This is an optimization exercise on Yosys and OpenROAD, whose aim is small area, a short achievable clock period and few clock cycles, not a production implementation. Only simulation tests tie the RTL to the original design; equivalence was not proved. Power is estimated from default activity; no workload was simulated.

==> flow/design.v, too long to show whole: its modules and the start of the top module <==
// module fibonacci: 1042 lines
module fibonacci (
    input  logic        clk_i,
    input  logic        rst_ni,
    input  logic        start_i,
    input  logic [31:0] n_i,
    output logic [31:0] result_o,
    output logic        busy_o
);
  // ...
==> flow/run.sh <==
#!/bin/bash
# synth_recipe.tcl (not shown) runs the flow's synth.tcl, then flattens the netlist and writes it again
# the make line also repeats each setting of config.mk as NAME=value (left out here)
make -C /OpenROAD-flow-scripts/flow DESIGN_CONFIG=/design/flow/config.mk WORK_HOME=/design/flow/orfs CLKGATE_MAP_FILE= SYNTH_SCRIPT=/design/flow/synth_recipe.tcl finish
==> flow/config.mk <==
export PLATFORM = sky130hd
export DESIGN_NAME = fibonacci
export DESIGN_NICKNAME = fibonacci
export VERILOG_FILES = /design/flow/design.v
export SDC_FILE = /design/flow/constraint.sdc
export NUM_CORES = 4
export LEC_CHECK = 0
export ABC_AREA = 1
export CAP_MARGIN = 20
export CORE_MARGIN = 2
export CORE_UTILIZATION = 40
export SLEW_MARGIN = 20
==> flow/constraint.sdc <==
create_clock -name core_clock -period 5.0 [get_ports {clk_i}]
set_input_delay 1.0000 -clock core_clock [delete_from_list [all_inputs] [get_ports {clk_i}]]
set_output_delay 1.0000 -clock core_clock [all_outputs]
set_load 0.01 [all_outputs]
==> impl_metrics.json, run 1 <==
{
  "cts-root-buf": "clkbuf_16",
  "dr_wl_met3_mm": 32.2,
  "cp_num_buf_inv": 5,
  "clock_cell_area_share": 0.0254,
  "switching_share": 0.248,
  "die_w_um": 288,
  "ctsResizeCount": 0,
  "syn_area_sq_um": 32200,
  "path_delay_family": "simple AND/OR/NAND/NOR gates",
  "final.setup_skew_ns": 0.0184,
  "stdcell_area_sq_um": 36800,
  "core_area_sq_um": 80000,
  "gr-usage-met3": 0.245,
  "required_ns": 5.48,
  "r2r_cells": 18,
  "status": "no timing/DRC/antenna violations",
  "synth_xor_area_frac": 0.0291,
  "finalPower_mw": 4.20,
  "worstReg2RegStart": "eva_q[0]$_DFFE_PP_",
  "grt-busiest-layer": "met2",
  "cts_setup_buffers": 0,
  "die_y_um": 288,
  "dp_slack_ns": -0.0437,
  "worst_pin_slew_ns": 1.36,
  "grt_util_met2": 0.694,
  "postSynth.asyncResetShare": 0.189
}
Testbench counts, summed over its fixed seeds: cycles 3,413.
==> run 2, diff against run 1 <==
--- a/flow/design.v
+++ b/flow/design.v
@@ -1,120 +1,439 @@
 module fibonacci (
     input  logic        clk_i,
     input  logic        rst_ni,
     input  logic        start_i,
     input  logic [31:0] n_i,
     output logic [31:0] result_o,
     output logic        busy_o
 );
-    logic        busy_q, big_q;
-    logic        ld_q, p0_q, p1_q, p2_q, p3_q;    
-    logic        gen_q, een_q;                    
-    logic        b_q, last_q;                     
-    logic        qg_q, qe_q, xg_q;                
-    logic        rsel_q, xsel_q;                  
+    localparam int K = 8;
+    logic        busy_q;
+    logic [1:0]  ph_q;
     logic [4:0]  cnt_q;
-    logic [6:0]  eva_q, oda_q;                    
-    logic [31:0] x_q, ra_q, rb_q, c0_q, c1_q;
+    logic [31:0] x_q, r1_q, r2_q, c0_q, c1_q;
     logic [31:0] above, lead;
     always_comb begin
         above[31] = 1'b0;
         for (int i = 30; i >= 0; i--) above[i] = above[i+1] | n_i[i+1];
     end
     assign lead = n_i & ~above;
-    logic       big;
-    logic [6:0] wnd;
-    logic [4:0] cnt0;
-    assign big = above[7];
+    logic         win, more;
+    logic [K-2:0] wnd;
+    logic [4:0]   cnt0;
+    assign win  = above[K-2];
+    assign more = above[K-1];
     always_comb begin
         wnd  = '0;
         cnt0 = '0;
-        for (int i = 8; i < 32; i++) begin
-            wnd  = wnd  | ({7{lead[i]}} & n_i[i-1 -: 7]);
-            cnt0 = cnt0 | ({5{lead[i]}} & 5'(i - 8));
+        for (int i = K - 1; i < 32; i++) begin
+            wnd  = wnd  | ({(K-1){lead[i]}} & n_i[i-1 -: K-1]);
+        end
+        for (int i = K; i < 32; i++) begin
+            cnt0 = cnt0 | ({5{lead[i]}} & 5'(i - K));
         end
     end
-    logic [7:0]  ti;
-    logic [6:0]  eva, oda;
-    assign ti  = big ? {1'b1, wnd} : n_i[7:0];
-    assign eva = ti[7:1];
-    assign oda = ti[7:1] - 7'(big && !ti[0]);
-    logic [127:0] dec_ev, dec_od;
-    logic [31:0]  tab_ev, tab_od;
+    logic [K-1:0] idx;
+    assign idx = win ? {1'b1, wnd} : n_i[K-1:0];
+    logic [31:0] tab_y, tab_x;
     always_comb begin
-        for (int j = 0; j < 128; j++) begin
-            dec_ev[j] = (eva_q == 7'(j));
-            dec_od[j] = (oda_q == 7'(j));
-        end
+        case (idx)
+            8'd0: tab_y = 32'd0;
+            8'd1: tab_y = 32'd1;
+            8'd2: tab_y = 32'd1;
+            8'd3: tab_y = 32'd2;
+            8'd4: tab_y = 32'd3;
+            8'd5: tab_y = 32'd5;
+            8'd6: tab_y = 32'd8;
+            8'd7: tab_y = 32'd13;
+            8'd8: tab_y = 32'd21;
+            8'd9: tab_y = 32'd34;
+            8'd10: tab_y = 32'd55;
+            8'd11: tab_y = 32'd89;
+            8'd12: tab_y = 32'd144;
+            8'd13: tab_y = 32'd233;
+            8'd14: tab_y = 32'd377;
+            8'd15: tab_y = 32'd610;
+            8'd16: tab_y = 32'd987;
+            8'd17: tab_y = 32'd1597;
+            8'd18: tab_y = 32'd2584;
+            8'd19: tab_y = 32'd4181;
+            8'd20: tab_y = 32'd6765;
+            8'd21: tab_y = 32'd10946;
+            8'd22: tab_y = 32'd17711;
+            8'd23: tab_y = 32'd28657;
+            8'd24: tab_y = 32'd46368;
+            8'd25: tab_y = 32'd75025;
+            8'd26: tab_y = 32'd121393;
+            8'd27: tab_y = 32'd196418;
+            8'd28: tab_y = 32'd317811;
+            8'd29: tab_y = 32'd514229;
+            8'd30: tab_y = 32'd832040;
+            8'd31: tab_y = 32'd1346269;
+            8'd32: tab_y = 32'd2178309;
+            8'd33: tab_y = 32'd3524578;
+            8'd34: tab_y = 32'd5702887;
+            8'd35: tab_y = 32'd9227465;
+            8'd36: tab_y = 32'd14930352;
+            8'd37: tab_y = 32'd24157817;
+            8'd38: tab_y = 32'd39088169;
+            8'd39: tab_y = 32'd63245986;
+            8'd40: tab_y = 32'd102334155;
+            8'd41: tab_y = 32'd165580141;
+            8'd42: tab_y = 32'd267914296;
+            8'd43: tab_y = 32'd433494437;
+            8'd44: tab_y = 32'd701408733;
+            8'd45: tab_y = 32'd1134903170;
+            8'd46: tab_y = 32'd1836311903;
+            8'd47: tab_y = 32'd2971215073;
+            8'd48: tab_y = 32'd512559680;
+            8'd49: tab_y = 32'd3483774753;
+            8'd50: tab_y = 32'd3996334433;
+            8'd51: tab_y = 32'd3185141890;
+            8'd52: tab_y = 32'd2886509027;
+            8'd53: tab_y = 32'd1776683621;
+            8'd54: tab_y = 32'd368225352;
+            8'd55: tab_y = 32'd2144908973;
+            8'd56: tab_y = 32'd2513134325;
+            8'd57: tab_y = 32'd363076002;
+            8'd58: tab_y = 32'd2876210327;
+            8'd59: tab_y = 32'd3239286329;
+            8'd60: tab_y = 32'd1820529360;
+            8'd61: tab_y = 32'd764848393;
+            8'd62: tab_y = 32'd2585377753;
+            8'd63: tab_y = 32'd3350226146;
+            8'd64: tab_y = 32'd1640636603;
+            8'd65: tab_y = 32'd695895453;
+            8'd66: tab_y = 32'd2336532056;
+            8'd67: tab_y = 32'd3032427509;
+            8'd68: tab_y = 32'd1073992269;
+            8'd69: tab_y = 32'd4106419778;
+            8'd70: tab_y = 32'd885444751;
+            8'd71: tab_y = 32'd696897233;
+            8'd72: tab_y = 32'd1582341984;
+            8'd73: tab_y = 32'd2279239217;
+            8'd74: tab_y = 32'd3861581201;
+            8'd75: tab_y = 32'd1845853122;
+            8'd76: tab_y = 32'd1412467027;
+            8'd77: tab_y = 32'd3258320149;
+            8'd78: tab_y = 32'd375819880;
+            8'd79: tab_y = 32'd3634140029;
+            8'd80: tab_y = 32'd4009959909;
+            8'd81: tab_y = 32'd3349132642;
+            8'd82: tab_y = 32'd3064125255;
+            8'd83: tab_y = 32'd2118290601;
+            8'd84: tab_y = 32'd887448560;
+            8'd85: tab_y = 32'd3005739161;
+            8'd86: tab_y = 32'd3893187721;
+            8'd87: tab_y = 32'd2603959586;
+            8'd88: tab_y = 32'd2202180011;
+            8'd89: tab_y = 32'd511172301;
+            8'd90: tab_y = 32'd2713352312;
+            8'd91: tab_y = 32'd3224524613;
+            8'd92: tab_y = 32'd1642909629;
+            8'd93: tab_y = 32'd572466946;
+            8'd94: tab_y = 32'd2215376575;
+            8'd95: tab_y = 32'd2787843521;
+            8'd96: tab_y = 32'd708252800;
+            8'd97: tab_y = 32'd3496096321;
+            8'd98: tab_y = 32'd4204349121;
+            8'd99: tab_y = 32'd3405478146;
+            8'd100: tab_y = 32'd3314859971;
+            8'd101: tab_y = 32'd2425370821;
+            8'd102: tab_y = 32'd1445263496;
+            8'd103: tab_y = 32'd3870634317;
+            8'd104: tab_y = 32'd1020930517;
+            8'd105: tab_y = 32'd596597538;
+            8'd106: tab_y = 32'd1617528055;
+            8'd107: tab_y = 32'd2214125593;
+            8'd108: tab_y = 32'd3831653648;
+            8'd109: tab_y = 32'd1750811945;
+            8'd110: tab_y = 32'd1287498297;
+            8'd111: tab_y = 32'd3038310242;
+            8'd112: tab_y = 32'd30841243;
+            8'd113: tab_y = 32'd3069151485;
+            8'd114: tab_y = 32'd3099992728;
+            8'd115: tab_y = 32'd1874176917;
+            8'd116: tab_y = 32'd679202349;
+            8'd117: tab_y = 32'd2553379266;
+            8'd118: tab_y = 32'd3232581615;
+            8'd119: tab_y = 32'd1490993585;
+            8'd120: tab_y = 32'd428607904;
+            8'd121: tab_y = 32'd1919601489;
+            8'd122: tab_y = 32'd2348209393;
+            8'd123: tab_y = 32'd4267810882;
+            8'd124: tab_y = 32'd2321052979;
+            8'd125: tab_y = 32'd2293896565;
+            8'd126: tab_y = 32'd319982248;
+            8'd127: tab_y = 32'd2613878813;
+            8'd128: tab_y = 32'd2933861061;
+            8'd129: tab_y = 32'd1252772578;
+            8'd130: tab_y = 32'd4186633639;
+            8'd131: tab_y = 32'd1144438921;
+            8'd132: tab_y = 32'd1036105264;
+            8'd133: tab_y = 32'd2180544185;
+            8'd134: tab_y = 32'd3216649449;
+            8'd135: tab_y = 32'd1102226338;
+            8'd136: tab_y = 32'd23908491;
+            8'd137: tab_y = 32'd1126134829;
+            8'd138: tab_y = 32'd1150043320;
+            8'd139: tab_y = 32'd2276178149;
+            8'd140: tab_y = 32'd3426221469;
+            8'd141: tab_y = 32'd1407432322;
+            8'd142: tab_y = 32'd538686495;
+            8'd143: tab_y = 32'd1946118817;
+            8'd144: tab_y = 32'd2484805312;
+            8'd145: tab_y = 32'd135956833;
+            8'd146: tab_y = 32'd2620762145;
+            8'd147: tab_y = 32'd2756718978;
+            8'd148: tab_y = 32'd1082513827;
+            8'd149: tab_y = 32'd3839232805;
+            8'd150: tab_y = 32'd626779336;
+            8'd151: tab_y = 32'd171044845;
+            8'd152: tab_y = 32'd797824181;
+            8'd153: tab_y = 32'd968869026;
+            8'd154: tab_y = 32'd1766693207;
+            8'd155: tab_y = 32'd2735562233;
+            8'd156: tab_y = 32'd207288144;
+            8'd157: tab_y = 32'd2942850377;
+            8'd158: tab_y = 32'd3150138521;
+            8'd159: tab_y = 32'd1798021602;
+            8'd160: tab_y = 32'd653192827;
+            8'd161: tab_y = 32'd2451214429;
+            8'd162: tab_y = 32'd3104407256;
+            8'd163: tab_y = 32'd1260654389;
+            8'd164: tab_y = 32'd70094349;
+            8'd165: tab_y = 32'd1330748738;
+            8'd166: tab_y = 32'd1400843087;
+            8'd167: tab_y = 32'd2731591825;
+            8'd168: tab_y = 32'd4132434912;
+            8'd169: tab_y = 32'd2569059441;
+            8'd170: tab_y = 32'd2406527057;
+            8'd171: tab_y = 32'd680619202;
+            8'd172: tab_y = 32'd3087146259;
+            8'd173: tab_y = 32'd3767765461;
+            8'd174: tab_y = 32'd2559944424;
+            8'd175: tab_y = 32'd2032742589;
+            8'd176: tab_y = 32'd297719717;
+            8'd177: tab_y = 32'd2330462306;
+            8'd178: tab_y = 32'd2628182023;
+            8'd179: tab_y = 32'd663677033;
+            8'd180: tab_y = 32'd3291859056;
+            8'd181: tab_y = 32'd3955536089;
+            8'd182: tab_y = 32'd2952427849;
+            8'd183: tab_y = 32'd2612996642;
+            8'd184: tab_y = 32'd1270457195;
+            8'd185: tab_y = 32'd3883453837;
+            8'd186: tab_y = 32'd858943736;
+            8'd187: tab_y = 32'd447430277;
+            8'd188: tab_y = 32'd1306374013;
+            8'd189: tab_y = 32'd1753804290;
+            8'd190: tab_y = 32'd3060178303;
+            8'd191: tab_y = 32'd519015297;
+            8'd192: tab_y = 32'd3579193600;
+            8'd193: tab_y = 32'd4098208897;
+            8'd194: tab_y = 32'd3382435201;
+            8'd195: tab_y = 32'd3185676802;
+            8'd196: tab_y = 32'd2273144707;
+            8'd197: tab_y = 32'd1163854213;
+            8'd198: tab_y = 32'd3436998920;
+            8'd199: tab_y = 32'd305885837;
+            8'd200: tab_y = 32'd3742884757;
+            8'd201: tab_y = 32'd4048770594;
+            8'd202: tab_y = 32'd3496688055;
+            8'd203: tab_y = 32'd3250491353;
+            8'd204: tab_y = 32'd2452212112;
+            8'd205: tab_y = 32'd1407736169;
+            8'd206: tab_y = 32'd3859948281;
+            8'd207: tab_y = 32'd972717154;
+            8'd208: tab_y = 32'd537698139;
+            8'd209: tab_y = 32'd1510415293;
+            8'd210: tab_y = 32'd2048113432;
+            8'd211: tab_y = 32'd3558528725;
+            8'd212: tab_y = 32'd1311674861;
+            8'd213: tab_y = 32'd575236290;
+            8'd214: tab_y = 32'd1886911151;
+            8'd215: tab_y = 32'd2462147441;
+            8'd216: tab_y = 32'd54091296;
+            8'd217: tab_y = 32'd2516238737;
+            8'd218: tab_y = 32'd2570330033;
+            8'd219: tab_y = 32'd791601474;
+            8'd220: tab_y = 32'd3361931507;
+            8'd221: tab_y = 32'd4153532981;
+            8'd222: tab_y = 32'd3220497192;
+            8'd223: tab_y = 32'd3079062877;
+            8'd224: tab_y = 32'd2004592773;
+            8'd225: tab_y = 32'd788688354;
+            8'd226: tab_y = 32'd2793281127;
+            8'd227: tab_y = 32'd3581969481;
+            8'd228: tab_y = 32'd2080283312;
+            8'd229: tab_y = 32'd1367285497;
+            8'd230: tab_y = 32'd3447568809;
+            8'd231: tab_y = 32'd519887010;
+            8'd232: tab_y = 32'd3967455819;
+            8'd233: tab_y = 32'd192375533;
+            8'd234: tab_y = 32'd4159831352;
+            8'd235: tab_y = 32'd57239589;
+            8'd236: tab_y = 32'd4217070941;
+            8'd237: tab_y = 32'd4274310530;
+            8'd238: tab_y = 32'd4196414175;
+            8'd239: tab_y = 32'd4175757409;
+            8'd240: tab_y = 32'd4077204288;
+            8'd241: tab_y = 32'd3957994401;
+            8'd242: tab_y = 32'd3740231393;
+            8'd243: tab_y = 32'd3403258498;
+            8'd244: tab_y = 32'd2848522595;
+            8'd245: tab_y = 32'd1956813797;
+            8'd246: tab_y = 32'd510369096;
+            8'd247: tab_y = 32'd2467182893;
+            8'd248: tab_y = 32'd2977551989;
+            8'd249: tab_y = 32'd1149767586;
+            8'd250: tab_y = 32'd4127319575;
+            8'd251: tab_y = 32'd982119865;
+            8'd252: tab_y = 32'd814472144;
+            8'd253: tab_y = 32'd1796592009;
+            8'd254: tab_y = 32'd2611064153;
+            8'd255: tab_y = 32'd112688866;
+            default: tab_y = 32'd0;
+        endcase
+    end
+    always_comb begin
+        case (wnd)
+            7'd0: tab_x = 32'd2613878813;
+            7'd1: tab_x = 32'd2933861061;
+            7'd2: tab_x = 32'd1252772578;
+            7'd3: tab_x = 32'd4186633639;
+            7'd4: tab_x = 32'd1144438921;
+            7'd5: tab_x = 32'd1036105264;
+            7'd6: tab_x = 32'd2180544185;
+            7'd7: tab_x = 32'd3216649449;
+            7'd8: tab_x = 32'd1102226338;
+            7'd9: tab_x = 32'd23908491;
+            7'd10: tab_x = 32'd1126134829;
+            7'd11: tab_x = 32'd1150043320;
+            7'd12: tab_x = 32'd2276178149;
+            7'd13: tab_x = 32'd3426221469;
+            7'd14: tab_x = 32'd1407432322;
+            7'd15: tab_x = 32'd538686495;
+            7'd16: tab_x = 32'd1946118817;
+            7'd17: tab_x = 32'd2484805312;
+            7'd18: tab_x = 32'd135956833;
+            7'd19: tab_x = 32'd2620762145;
+            7'd20: tab_x = 32'd2756718978;
+            7'd21: tab_x = 32'd1082513827;
+            7'd22: tab_x = 32'd3839232805;
+            7'd23: tab_x = 32'd626779336;
+            7'd24: tab_x = 32'd171044845;
+            7'd25: tab_x = 32'd797824181;
+            7'd26: tab_x = 32'd968869026;
+            7'd27: tab_x = 32'd1766693207;
+            7'd28: tab_x = 32'd2735562233;
+            7'd29: tab_x = 32'd207288144;
+            7'd30: tab_x = 32'd2942850377;
+            7'd31: tab_x = 32'd3150138521;
+            7'd32: tab_x = 32'd1798021602;
+            7'd33: tab_x = 32'd653192827;
+            7'd34: tab_x = 32'd2451214429;
+            7'd35: tab_x = 32'd3104407256;
+            7'd36: tab_x = 32'd1260654389;
+            7'd37: tab_x = 32'd70094349;
+            7'd38: tab_x = 32'd1330748738;
+            7'd39: tab_x = 32'd1400843087;
+            7'd40: tab_x = 32'd2731591825;
+            7'd41: tab_x = 32'd4132434912;
+            7'd42: tab_x = 32'd2569059441;
+            7'd43: tab_x = 32'd2406527057;
+            7'd44: tab_x = 32'd680619202;
+            7'd45: tab_x = 32'd3087146259;
+            7'd46: tab_x = 32'd3767765461;
+            7'd47: tab_x = 32'd2559944424;
+            7'd48: tab_x = 32'd2032742589;
+            7'd49: tab_x = 32'd297719717;
+            7'd50: tab_x = 32'd2330462306;
+            7'd51: tab_x = 32'd2628182023;
+            7'd52: tab_x = 32'd663677033;
+            7'd53: tab_x = 32'd3291859056;
+            7'd54: tab_x = 32'd3955536089;
+            7'd55: tab_x = 32'd2952427849;
+            7'd56: tab_x = 32'd2612996642;
+            7'd57: tab_x = 32'd1270457195;
+            7'd58: tab_x = 32'd3883453837;
+            7'd59: tab_x = 32'd858943736;
+            7'd60: tab_x = 32'd447430277;
+            7'd61: tab_x = 32'd1306374013;
+            7'd62: tab_x = 32'd1753804290;
+            7'd63: tab_x = 32'd3060178303;
+            7'd64: tab_x = 32'd519015297;
+            7'd65: tab_x = 32'd3579193600;
+            7'd66: tab_x = 32'd4098208897;
+            7'd67: tab_x = 32'd3382435201;
+            7'd68: tab_x = 32'd3185676802;
+            7'd69: tab_x = 32'd2273144707;
+            7'd70: tab_x = 32'd1163854213;
+            7'd71: tab_x = 32'd3436998920;
+            7'd72: tab_x = 32'd305885837;
+            7'd73: tab_x = 32'd3742884757;
+            7'd74: tab_x = 32'd4048770594;
+            7'd75: tab_x = 32'd3496688055;
+            7'd76: tab_x = 32'd3250491353;
+            7'd77: tab_x = 32'd2452212112;
+            7'd78: tab_x = 32'd1407736169;
+            7'd79: tab_x = 32'd3859948281;
+            7'd80: tab_x = 32'd972717154;
+            7'd81: tab_x = 32'd537698139;
+            7'd82: tab_x = 32'd1510415293;
+            7'd83: tab_x = 32'd2048113432;
+            7'd84: tab_x = 32'd3558528725;
+            7'd85: tab_x = 32'd1311674861;
+            7'd86: tab_x = 32'd575236290;
+            7'd87: tab_x = 32'd1886911151;
+            7'd88: tab_x = 32'd2462147441;
+            7'd89: tab_x = 32'd54091296;
+            7'd90: tab_x = 32'd2516238737;
+            7'd91: tab_x = 32'd2570330033;
+            7'd92: tab_x = 32'd791601474;
+            7'd93: tab_x = 32'd3361931507;
+            7'd94: tab_x = 32'd4153532981;
+            7'd95: tab_x = 32'd3220497192;
+            7'd96: tab_x = 32'd3079062877;
+            7'd97: tab_x = 32'd2004592773;
+            7'd98: tab_x = 32'd788688354;
+            7'd99: tab_x = 32'd2793281127;
+            7'd100: tab_x = 32'd3581969481;
+            7'd101: tab_x = 32'd2080283312;
+            7'd102: tab_x = 32'd1367285497;
+            7'd103: tab_x = 32'd3447568809;
+            7'd104: tab_x = 32'd519887010;
+            7'd105: tab_x = 32'd3967455819;
+            7'd106: tab_x = 32'd192375533;
+            7'd107: tab_x = 32'd4159831352;
+            7'd108: tab_x = 32'd57239589;
+            7'd109: tab_x = 32'd4217070941;
+            7'd110: tab_x = 32'd4274310530;
+            7'd111: tab_x = 32'd4196414175;
+            7'd112: tab_x = 32'd4175757409;
+            7'd113: tab_x = 32'd4077204288;
+            7'd114: tab_x = 32'd3957994401;
+            7'd115: tab_x = 32'd3740231393;
+            7'd116: tab_x = 32'd3403258498;
+            7'd117: tab_x = 32'd2848522595;
+            7'd118: tab_x = 32'd1956813797;
+            7'd119: tab_x = 32'd510369096;
+            7'd120: tab_x = 32'd2467182893;
+            7'd121: tab_x = 32'd2977551989;
+            7'd122: tab_x = 32'd1149767586;
+            7'd123: tab_x = 32'd4127319575;
+            7'd124: tab_x = 32'd982119865;
+            7'd125: tab_x = 32'd814472144;
+            7'd126: tab_x = 32'd1796592009;
+            7'd127: tab_x = 32'd2611064153;
+            default: tab_x = 32'd0;
+        endcase
     end
-    assign tab_ev[0] = |(dec_ev & 128'hb6db6db6db6db6db6db6db6db6db6db6);
-    assign tab_ev[1] = |(dec_ev & 128'h24924924924924924924924924924924);
-    assign tab_ev[2] = |(dec_ev & 128'h30c30c30c30c30c30c30c30c30c30c30);
-    assign tab_ev[3] = |(dec_ev & 128'h88f88f88f88f88f88f88f88f88f88f88);
-    assign tab_ev[4] = |(dec_ev & 128'hf0e463f0e463f0e463f0e463f0e463f0);
-    assign tab_ev[5] = |(dec_ev & 128'h162efca0f591162efca0f591162efca0);
-    assign tab_ev[6] = |(dec_ev & 128'hdfd24580fcbb6909283627d6dfd24580);
-    assign tab_ev[7] = |(dec_ev & 128'h428d6cf621929d7bbb3fdd29f4560140);
-    assign tab_ev[8] = |(dec_ev & 128'hcd68a77fd95864425954577086c55980);
-    assign tab_ev[9] = |(dec_ev & 128'h7396bb94519f41058e86c696d110a700);
-    assign tab_ev[10] = |(dec_ev & 128'hba623106c1c7d9ee6c67cab228f31800);
-    assign tab_ev[11] = |(dec_ev & 128'hc82d3b67cc4fa749959c70f0ab316600);
-    assign tab_ev[12] = |(dec_ev & 128'h59be3f2aa97275d6610dba1ce21df400);
-    assign tab_ev[13] = |(dec_ev & 128'ha3e98abd7abb4acf42dca503bed99000);
-    assign tab_ev[14] = |(dec_ev & 128'h7260985e2f13dc726c4aee0c309c6800);
-    assign tab_ev[15] = |(dec_ev & 128'hf83d8f52d7b57ed6a5acd2de8cc4f000);
-    assign tab_ev[16] = |(dec_ev & 128'hff695a76549ebfc50ca38d24f3972000);
-    assign tab_ev[17] = |(dec_ev & 128'h4a574eb3ab59c9cba751b3ad7ac60000);
-    assign tab_ev[18] = |(dec_ev & 128'h030ead1dc79d36713b8d4c8a254ac000);
-    assign tab_ev[19] = |(dec_ev & 128'h5e5f156e591f79bb5cb2e821b5708000);
-    assign tab_ev[20] = |(dec_ev & 128'h107fba9f7da84bc9e59720508aba0000);
-    assign tab_ev[21] = |(dec_ev & 128'h9abffc64bf2d02582ce966e02aa50000);
-    assign tab_ev[22] = |(dec_ev & 128'h1e7fc82dc839e8156770549b38ee0000);
-    assign tab_ev[23] = |(dec_ev & 128'hc624800a5b81942f3b96660959640000);
-    assign tab_ev[24] = |(dec_ev & 128'h956db017792ab81eb104710338e00000);
-    assign tab_ev[25] = |(dec_ev & 128'habe796d4b8399009e00b13b2a3380000);
-    assign tab_ev[26] = |(dec_ev & 128'h2a3b849dce355b6d00dc87f85fb00000);
-    assign tab_ev[27] = |(dec_ev & 128'h8edce61a5ae2f24f76930912e7e00000);
-    assign tab_ev[28] = |(dec_ev & 128'hfbe5aa71a3da830e921a06d899000000);
-    assign tab_ev[29] = |(dec_ev & 128'h75f78b80a853b88f06736f2966c00000);
-    assign tab_ev[30] = |(dec_ev & 128'h23fd4ebb5418246208ee497542800000);
-    assign tab_ev[31] = |(dec_ev & 128'hb7fae0ff8ef2834b6a46bb22b6000000);
-    assign tab_od[0] = |(dec_od & 128'h6db6db6db6db6db6db6db6db6db6db6d);
-    assign tab_od[1] = |(dec_od & 128'h92492492492492492492492492492492);
-    assign tab_od[2] = |(dec_od & 128'h0c30c30c30c30c30c30c30c30c30c30c);
-    assign tab_od[3] = |(dec_od & 128'h68168168168168168168168168168168);
-    assign tab_od[4] = |(dec_od & 128'h2004db2004db2004db2004db2004db20);
-    assign tab_od[5] = |(dec_od & 128'hbdbd49d00b92bdbd49d00b92bdbd49d0);
-    assign tab_od[6] = |(dec_od & 128'h8497aee00775e921758db1ae8497aee0);
-    assign tab_od[7] = |(dec_od & 128'hf75d172db4e8baef0f04962b9aebcc40);
-    assign tab_od[8] = |(dec_od & 128'h7d41b9649046ef085edae9e351713800);
-    assign tab_od[9] = |(dec_od & 128'h97144b3ae8020ccd129170be2d4dad80);
-    assign tab_od[10] = |(dec_od & 128'hb04782b17036785440c0fb5da9df3900);
-    assign tab_od[11] = |(dec_od & 128'h9e7d05e0fb7e2da11796923e577eec00);
-    assign tab_od[12] = |(dec_od & 128'hef0c03db24956274441fb5a438646200);
-    assign tab_od[13] = |(dec_od & 128'ha9316c896eb08afca6af4536cbc03c00);
-    assign tab_od[14] = |(dec_od & 128'he079fed8522878971cf23c3c82036800);
-    assign tab_od[15] = |(dec_od & 128'h664af223d65d996bbba0178d6837e000);
-    assign tab_od[16] = |(dec_od & 128'he2b44d1fa8e4b8f1275add2a22c95000);
-    assign tab_od[17] = |(dec_od & 128'h8d15b3bcaa4195fb5953f75765306000);
-    assign tab_od[18] = |(dec_od & 128'hc8dca1258e0234928b185de2557bc000);
-    assign tab_od[19] = |(dec_od & 128'h3b2c36ecfb81f1b5d9f2c19b0a920000);
-    assign tab_od[20] = |(dec_od & 128'hc21c52bc186d1f9e4eee79d3eab58000);
-    assign tab_od[21] = |(dec_od & 128'h85bc30eab992d8ef772bbc4395450000);
-    assign tab_od[22] = |(dec_od & 128'h03fc1cd7950c46c4b96312150e3c0000);
-    assign tab_od[23] = |(dec_od & 128'hb7cad8e2ef6814edcb3e019edf7a0000);
-    assign tab_od[24] = |(dec_od & 128'h4937f0f61e96f0fc82b00d19fffc0000);
-    assign tab_od[25] = |(dec_od & 128'heb79ed48bf0fe8f1b33adf7089480000);
-    assign tab_od[26] = |(dec_od & 128'h944bf2079204462223889336db000000);
-    assign tab_od[27] = |(dec_od & 128'h63d92182edb6d901ee421aa94f300000);
-    assign tab_od[28] = |(dec_od & 128'h2ccedbdba89110c0bd851e861aa00000);
-    assign tab_od[29] = |(dec_od & 128'h65c1e49356e8f68033d8c62f4e800000);
-    assign tab_od[30] = |(dec_od & 128'h57c6437554c684db3a4b23e4ad400000);
-    assign tab_od[31] = |(dec_od & 128'h0bc2da331d596624e5afadd6a3800000);
     logic [31:0] sq0, sq1;
     logic ts1;
     logic tc2;
     logic ts3;
     logic tc4;
     logic ts5;
     logic tc6;
     logic ts7;
@@ -948,95 +1267,78 @@
     assign ts415 = tc358 ^ ts359 ^ ts303;
     assign tc416 = (tc358 & ts359) | (tc358 & ts303) | (ts359 & ts303);
     assign ts417 = tc360 ^ ts361 ^ ts307;
     assign tc418 = (tc360 & ts361) | (tc360 & ts307) | (ts361 & ts307);
     assign ts419 = tc362 ^ ts363 ^ ts311;
     assign tc420 = (tc362 & ts363) | (tc362 & ts311) | (ts363 & ts311);
     assign sq0 = {tc418, tc416, tc414, tc412, tc410, tc408, tc406, tc404, tc402, tc400, tc398, tc396, tc394, tc392, tc390, tc388, tc386, tc384, tc382, tc380, tc378, tc376, tc374, tc372, tc370, tc368, tc366, ts365, (result_o[0] & result_o[2]), result_o[1], 1'b0, result_o[0]};
     assign sq1 = {ts419, ts417, ts415, ts413, ts411, ts409, ts407, ts405, ts403, ts401, ts399, ts397, ts395, ts393, ts391, ts389, ts387, ts385, ts383, ts381, ts379, ts377, ts375, ts373, ts371, ts369, ts367, (result_o[1] & result_o[2]), 1'b0, (result_o[0] & result_o[1]), 1'b0, 1'b0};
-    logic [31:0] ga, ea, ts, t1, gs, gc, es, ec, sum_g, sum_e, sum_xy;
-    assign ts  = c0_q;
-    assign t1  = c1_q;
-    assign ga  = ra_q & {32{gen_q}};
-    assign ea  = ~rb_q & {32{een_q}};
-    assign gs  = ts ^ t1 ^ ga;
-    assign gc  = (ts & t1) | (ts & ga) | (t1 & ga);
-    assign es  = ts ^ t1 ^ ea;
-    assign ec  = (ts & t1) | (ts & ea) | (t1 & ea);
+    logic        b, ph2, ph3;
+    logic [31:0] ga, ea, gs, gc, es, ec, sum_g, sum_e, sum_xy;
+    assign b   = n_i[cnt_q];
+    assign ph2 = (ph_q == 2'd2);
+    assign ph3 = (ph_q == 2'd3);
+    assign ga  = ph2 ? r2_q : (ph3 ? r1_q : 32'd0);
+    assign ea  = ph3 ? ~r2_q : 32'd0;
+    assign gs  = c0_q ^ c1_q ^ ga;
+    assign gc  = (c0_q & c1_q) | (c0_q & ga) | (c1_q & ga);
+    assign es  = c0_q ^ c1_q ^ ea;
+    assign ec  = (c0_q & c1_q) | (c0_q & ea) | (c1_q & ea);
     assign sum_g  = gs + {gc[30:0], 1'b0};
-    assign sum_e  = es + {ec[30:0], een_q};
+    assign sum_e  = es + {ec[30:0], ph3};
     assign sum_xy = result_o + x_q;
-    logic accept;
+    logic accept, last;
     assign accept = start_i && !busy_q;
+    assign last   = (cnt_q == 5'd0);
     always_ff @(posedge clk_i or negedge rst_ni) begin
         if (!rst_ni) begin
             busy_q   <= 1'b0;
             result_o <= 32'd0;
-        end else begin
-            if (accept)                    busy_q <= 1'b1;
-            else if (ld_q && !big_q)       busy_q <= 1'b0;
-            else if (p3_q && last_q)       busy_q <= 1'b0;
-            if (ld_q)      result_o <= rsel_q ? tab_od : tab_ev;
-            else if (p0_q) result_o <= x_q;
-            else if (p1_q) result_o <= sum_xy;
-            else if (qg_q) result_o <= sum_g;
-            else if (qe_q) result_o <= sum_e;
+        end else if (accept) begin
+            busy_q   <= more;
+            result_o <= more ? tab_x : tab_y;
+        end else if (busy_q) begin
+            case (ph_q)
+                2'd0: result_o <= x_q;
+                2'd1: result_o <= sum_xy;
+                2'd2: if (!b) result_o <= sum_g;
+                default: begin
+                    result_o <= (b && last) ? sum_g : sum_e;
+                    busy_q   <= !last;
+                end
+            endcase
         end
     end
     always_ff @(posedge clk_i) begin
         c0_q <= sq0;
         c1_q <= sq1;
     end
-    always_ff @(posedge clk_i or negedge rst_ni) begin
-        if (!rst_ni) begin
-            ld_q <= 1'b0;
-            p0_q <= 1'b0;
-            p1_q <= 1'b0;
-            p2_q <= 1'b0;
-            p3_q <= 1'b0;
-            gen_q <= 1'b0;
-            een_q <= 1'b0;
-            qg_q <= 1'b0;
-            qe_q <= 1'b0;
-            xg_q <= 1'b0;
-        end else begin
-            ld_q  <= accept;
-            p0_q  <= (ld_q && big_q) || (p3_q && !last_q && b_q);
-            p1_q  <= p0_q || (p3_q && !last_q && !b_q);
-            p2_q  <= p1_q;
-            p3_q  <= p2_q;
-            gen_q <= p1_q || p2_q;
-            een_q <= p2_q;
-            qg_q  <= (p1_q && !b_q) || (p2_q && b_q && last_q);
-            qe_q  <= p2_q && !(b_q && last_q);
-            xg_q  <= p1_q || (p2_q && b_q);
-        end
-    end
     always_ff @(posedge clk_i) begin
         if (accept) begin
-            big_q  <= big;
-            cnt_q  <= cnt0;
-            eva_q  <= eva;
-            oda_q  <= oda;
-            rsel_q <= ti[0] ^ big;
-            xsel_q <= ti[0];
-        end
-        if (ld_q) begin
-            b_q    <= n_i[cnt_q];
-            last_q <= (cnt_q == 5'd0);
-        end else if (p3_q) begin
-            b_q    <= n_i[cnt_q - 5'd1];
-            last_q <= (cnt_q == 5'd1);
-            cnt_q  <= cnt_q - 5'd1;
-        end
-        if (ld_q)      x_q <= xsel_q ? tab_od : tab_ev;
-        else if (p0_q) x_q <= result_o;
-        else if (xg_q) x_q <= sum_g;
-        if (p1_q) begin
-            ra_q <= sum_e;
-            rb_q <= sum_e;
-        end else if (p2_q) begin
-            ra_q <= sum_e;
+            ph_q  <= 2'd0;
+            cnt_q <= cnt0;
+            x_q   <= tab_y;
+        end else if (busy_q) begin
+            case (ph_q)
+                2'd0: begin
+                    ph_q <= 2'd1;
+                    x_q  <= result_o;
+                end
+                2'd1: begin
+                    ph_q <= 2'd2;
+                    r2_q <= sum_g;
+                end
+                2'd2: begin
+                    ph_q <= 2'd3;
+                    r1_q <= sum_e;
+                    x_q  <= sum_g;
+                end
+                default: begin
+                    ph_q  <= b ? 2'd0 : 2'd1;
+                    cnt_q <= cnt_q - 5'd1;
+                    if (b) x_q <= sum_g;
+                end
+            endcase
         end
     end
     assign busy_o = busy_q;
 endmodule
==> flow/config.mk (replaced) <==
export PLATFORM = sky130hd
export DESIGN_NAME = fibonacci
export DESIGN_NICKNAME = fibonacci
export VERILOG_FILES = /design/flow/design.v
export SDC_FILE = /design/flow/constraint.sdc
export NUM_CORES = 4
export LEC_CHECK = 0
export CAP_MARGIN = 20
export CORE_MARGIN = 2
export CORE_UTILIZATION = 40
export SLEW_MARGIN = 20
export SYNTH_MEMORY_MAX_BITS = 65536
==> run 2 against run 1 <==
  * Now fails the layout checks on setup timing
  * Register-to-register slack got worse by 0.11 ns
  * Clock skew rose by 0.030 ns
  * Critical path depth rose by 3
  * First-iteration DRC count rose by 39%
  * Power rose to 11 times the previous value
  * Sequential power rose to 2.6 times the previous value
  * Die area rose by 11%
  * Largest power group is now combinational logic
  * Flip-flop and latch count fell by 26
  * Critical endpoint is now x_q[10]$_DFFE_PP_
  * Setup slack got worse by 0.38 ns
  * Critical path type is now primary input to flip-flop
==> impl_metrics.json, run 2 <==
{
  "status": "failed layout checks",
  "layout.failed_checks": "setup timing",
  "timing.final.ws_setup_ns": -0.183,
  "synth_xor_area_frac": 0.0296,
  "holdCritPathClass": "primary input to async pin",
  "layout_commonest_cell": "buf_4",
  "core_area_sq_um": 88500,
  "avgSynthCellArea_sq_um": 7.41,
  "vias": 52381,
  "end_kind": "flip-flop",
  "cp-start-kind": "primary input",
  "via_per_inst": 7.12,
  "numPortBuffers": 67,
  "cellPowerDensity_nw_per_um2": 841,
  "start_util": 0.404,
  "synth-seq-cells": 196,
  "critPathLaunch": "n_i[15]",
  "drv_cap": 0,
  "synth_nets": 5249,
  "hold_viol_final": 0,
  "max_freq_mhz": 193,
  "grt_usage": 0.565,
  "dp_slack_ns": -1.18,
  "drt_iter0_drc": 9468,
  "fin_util": 0.603,
  "yosys.area_share.simple": 0.219,
  "ir_drop_uv": 740,
  "die_w_um": 303,
  "numClockSinks": 196,
  "setup_viol": 5,
  "final.setup_skew_ns": 0.0482,
  "min_period_over_period": 1.04,
  "die_y_um": 303,
  "finalPower_mw": 44.9,
  "cts-root-buf": "clkbuf_16",
  "worstReg2RegStart": "ph_q[1]$_SDFFE_PP0P_",
  "synth_area_leader_cell": "fa_1",
  "synth_top_area_frac": 0.127,
  "first_pass_iters": 12,
  "yosysMostFrequentCell": "nand2_1",
  "synth_top_family_by_area": "compound AO/OA/AOI/OAI gates",
  "grt_max_degree": 57,
  "syn_inst": 4827,
  "detail_route.wl_per_cell_um": 36.4,
  "syn_to_final_growth_pct": 49.1,
  "cts-htree-levels": 4,
  "holdBufCountCts": 0,
  "fin_hold_ws_ns": 0.524,
  "drc_errors": 0,
  "clkTransAtPathRegs_ns": 0.12,
  "period_needed_ns": 5.18,
  "wl_mm": 268,
  "crit_fanout": 8,
  "synth_compound_gate_area_share": 0.324,
  "cp.arrival_ns": 5.53,
  "cts_buffers": 17,
  "required_ns": 5.34,
  "relSlewSlack": 0.295,
  "place_congestion": 1.22,
  "gr-total-overflow": 0,
  "antenna_found_initial": 23,
  "synth-main-ff-cell": "edfxtp_1",
  "drv_slew": 0,
  "synth-seq-area-share": 0.143,
  "p_leak_nw": 23.1,
  "synth_edf_count": 101,
  "synth_mux_area_frac": 0.0206,
  "ant_nets": 0,
  "synthAdderAreaFrac": 0.183,
  "postSynth.asyncResetShare": 0.168,
  "synth_area_leaders": "fa_1 13%, edfxtp_1 8.5%, ha_1 5.6%",
  "clkLatencyLatePin_ns": 0.54,
  "first_global_vias": 49169,
  "crit_type": "primary input to flip-flop",
  "synth_cell_type_count": 103,
  "grt_pass1_wl_mm": 368,
  "ys_top_cells_by_count": "530 x nand2_1, 388 x a21oi_1, 359 x o21ai_0",
  "finalNetCount": 6582,
  "yosys_warnings": 1,
  "syn_area_sq_um": 35800,
  "die_area_sq_um": 91900,
  "clockBufferDepth": 2,
  "cts_tree": "built",
  "io_pins": 68,
  "dpl.hpwl_mm": 209,
  "r2r_cells": 23,
  "drive_above_1_share": 0.350,
  "worst_pin_slew_ns": 1.06,
  "rows": 109,
  "final_cell_mix": "1524 x buf_4, 505 x nand2_1, 357 x a21oi_1"
}
## run 2: cell types whose count changed after synthesis, sizes merged, moves of 129 or more
cell | previous run | this run
clkbuf | 138 | 267
inv | 886 | 259
and2 | 3 | 175
buf | 17 | 179
nor2 | 987 | 318
nor4 | 202 | 49
nand2 | 860 | 533
nand4 | 251 | 33
o21ai | 124 | 372
a21oi | 203 | 390
## run 2: final timing paths
kind	end	slack, ns
max	x_q[10]$_DFFE_PP_	-0.18
max reg2reg	result_o[28]$_DFFE_PN0P_	0.09
max in group asynchronous	result_o[30]$_DFFE_PN0P_	3.99
min reg2reg	result_o[15]$_DFFE_PN0P_	0.55
min in group core_clock	result_o[15]$_DFFE_PN0P_	0.55
min	result_o[9]$_DFFE_PN0P_	0.52
## run 2: what timing repair did
item	in CTS	in global routing
cloned	1	2
pin swaps	49	108
hold endpoints to repair	0	0
setup endpoints to repair	62	65
buffers inserted	23	59
resized for setup	296	336
## run 2: kinds of logic (layout without fill, tap and decap cells)
logic type,Yosys count,count (layout)
flip-flops,196,196
other,0,14
AND/OR/NAND/NOR,1616,1616
AO/OA/AOI/OAI,1735,1735
adder cells (fa/ha/maj),387,387
buffers and inverters,712,2058
multiplexers,60,60
XOR/XNOR,121,121
## run 2: final cells by class
class | count | area (sq um)
sequential | 196 | 5100
tap | 1165 | 1460
multi-input combinational | 3919 | 30300
timing repair buffer | 1760 | 14800
clock buffer | 17 | 425
fill | 7775 | 35200
antenna | 14 | 35.0
clock inverter | 15 | 178
inverter | 266 | 1040
## run 2: metal layers
layer / part of all wire / vias to the layer above / global-route usage
li1: - / 20580 / -
met1: 0.35 / 24888 / 0.671
met2: 0.39 / 5240 / 0.779
met3: 0.17 / 1651 / 0.301
met4: 0.096 / 22 / 0.385
met5: 0.00066 / - / 0.00104
## run 2: report_power, final
part	internal, mW	leakage [nW]	switching, mW
Sequential	3.77	1.87	1.12
Clock	0.677	0.292	0.822
Combinational	15.7	20.9	22.8
## run 2: per-stage QoR
stage	instances	TNS (ns)	cell area [sq um]
after global placement	7225	-57.70	49400
final	7352	-0.398	53400
after global routing	7340	-0.895	53300
after CTS	7279	-0.174	51400
after detailed placement	7226	-56.09	49400
after floorplan	4827	-0.0710	36100
## run 2: worst max-delay path, cell delays in order
cell,delay (ns)
dlygate4sd2_1,0.28
buf_6,0.15
buf_4,0.14
a21oi_1,0.20
o21ai_0,0.22
o2111ai_4,0.11
o211ai_1,0.11
buf_4,0.16
buf_4,0.12
buf_4,0.13
or3_4,0.40
buf_6,0.16
o31ai_4,0.59
buf_4,0.23
a21oi_1,0.04
buf_4,0.20
o311ai_0,0.56
buf_4,0.22
o311ai_2,0.10
o21a_2,0.22
o21ai_0,0.16
Testbench counts of run 2, summed over its fixed seeds: cycles 2,901.

## static timing again, ports no longer ideal
Ports are ideal in the flow. The routed layouts listed here were re-timed in OpenROAD. Step 1: set_driving_cell puts a clkbuf_16 on clk_i and a buf_2 on each other input, an assumption about the parent block. Step 2 times the ports against the registers' clock, not the clock port: input delays grow and output delays shrink by t, the midpoint of the rising clock arrivals with the driver on. Three values: ideal ports, drivers, drivers and shift; two values: the first two.
| run | t, ns | setup WS [ns] | worst setup path at the end |
|---|---|---|---|
| run 1 | 0.659 | 0.198 / 0.198 / -0.103 | input to register |
| run 2 | 0.583 | -0.183 / -0.138 / -0.720 | input to register |
Met with ideal ports but missed after step 2: setup timing in run 1. The setup slack of run 2, which loses most, moves by +0.045 ns with the drivers and by -0.537 ns with both steps.
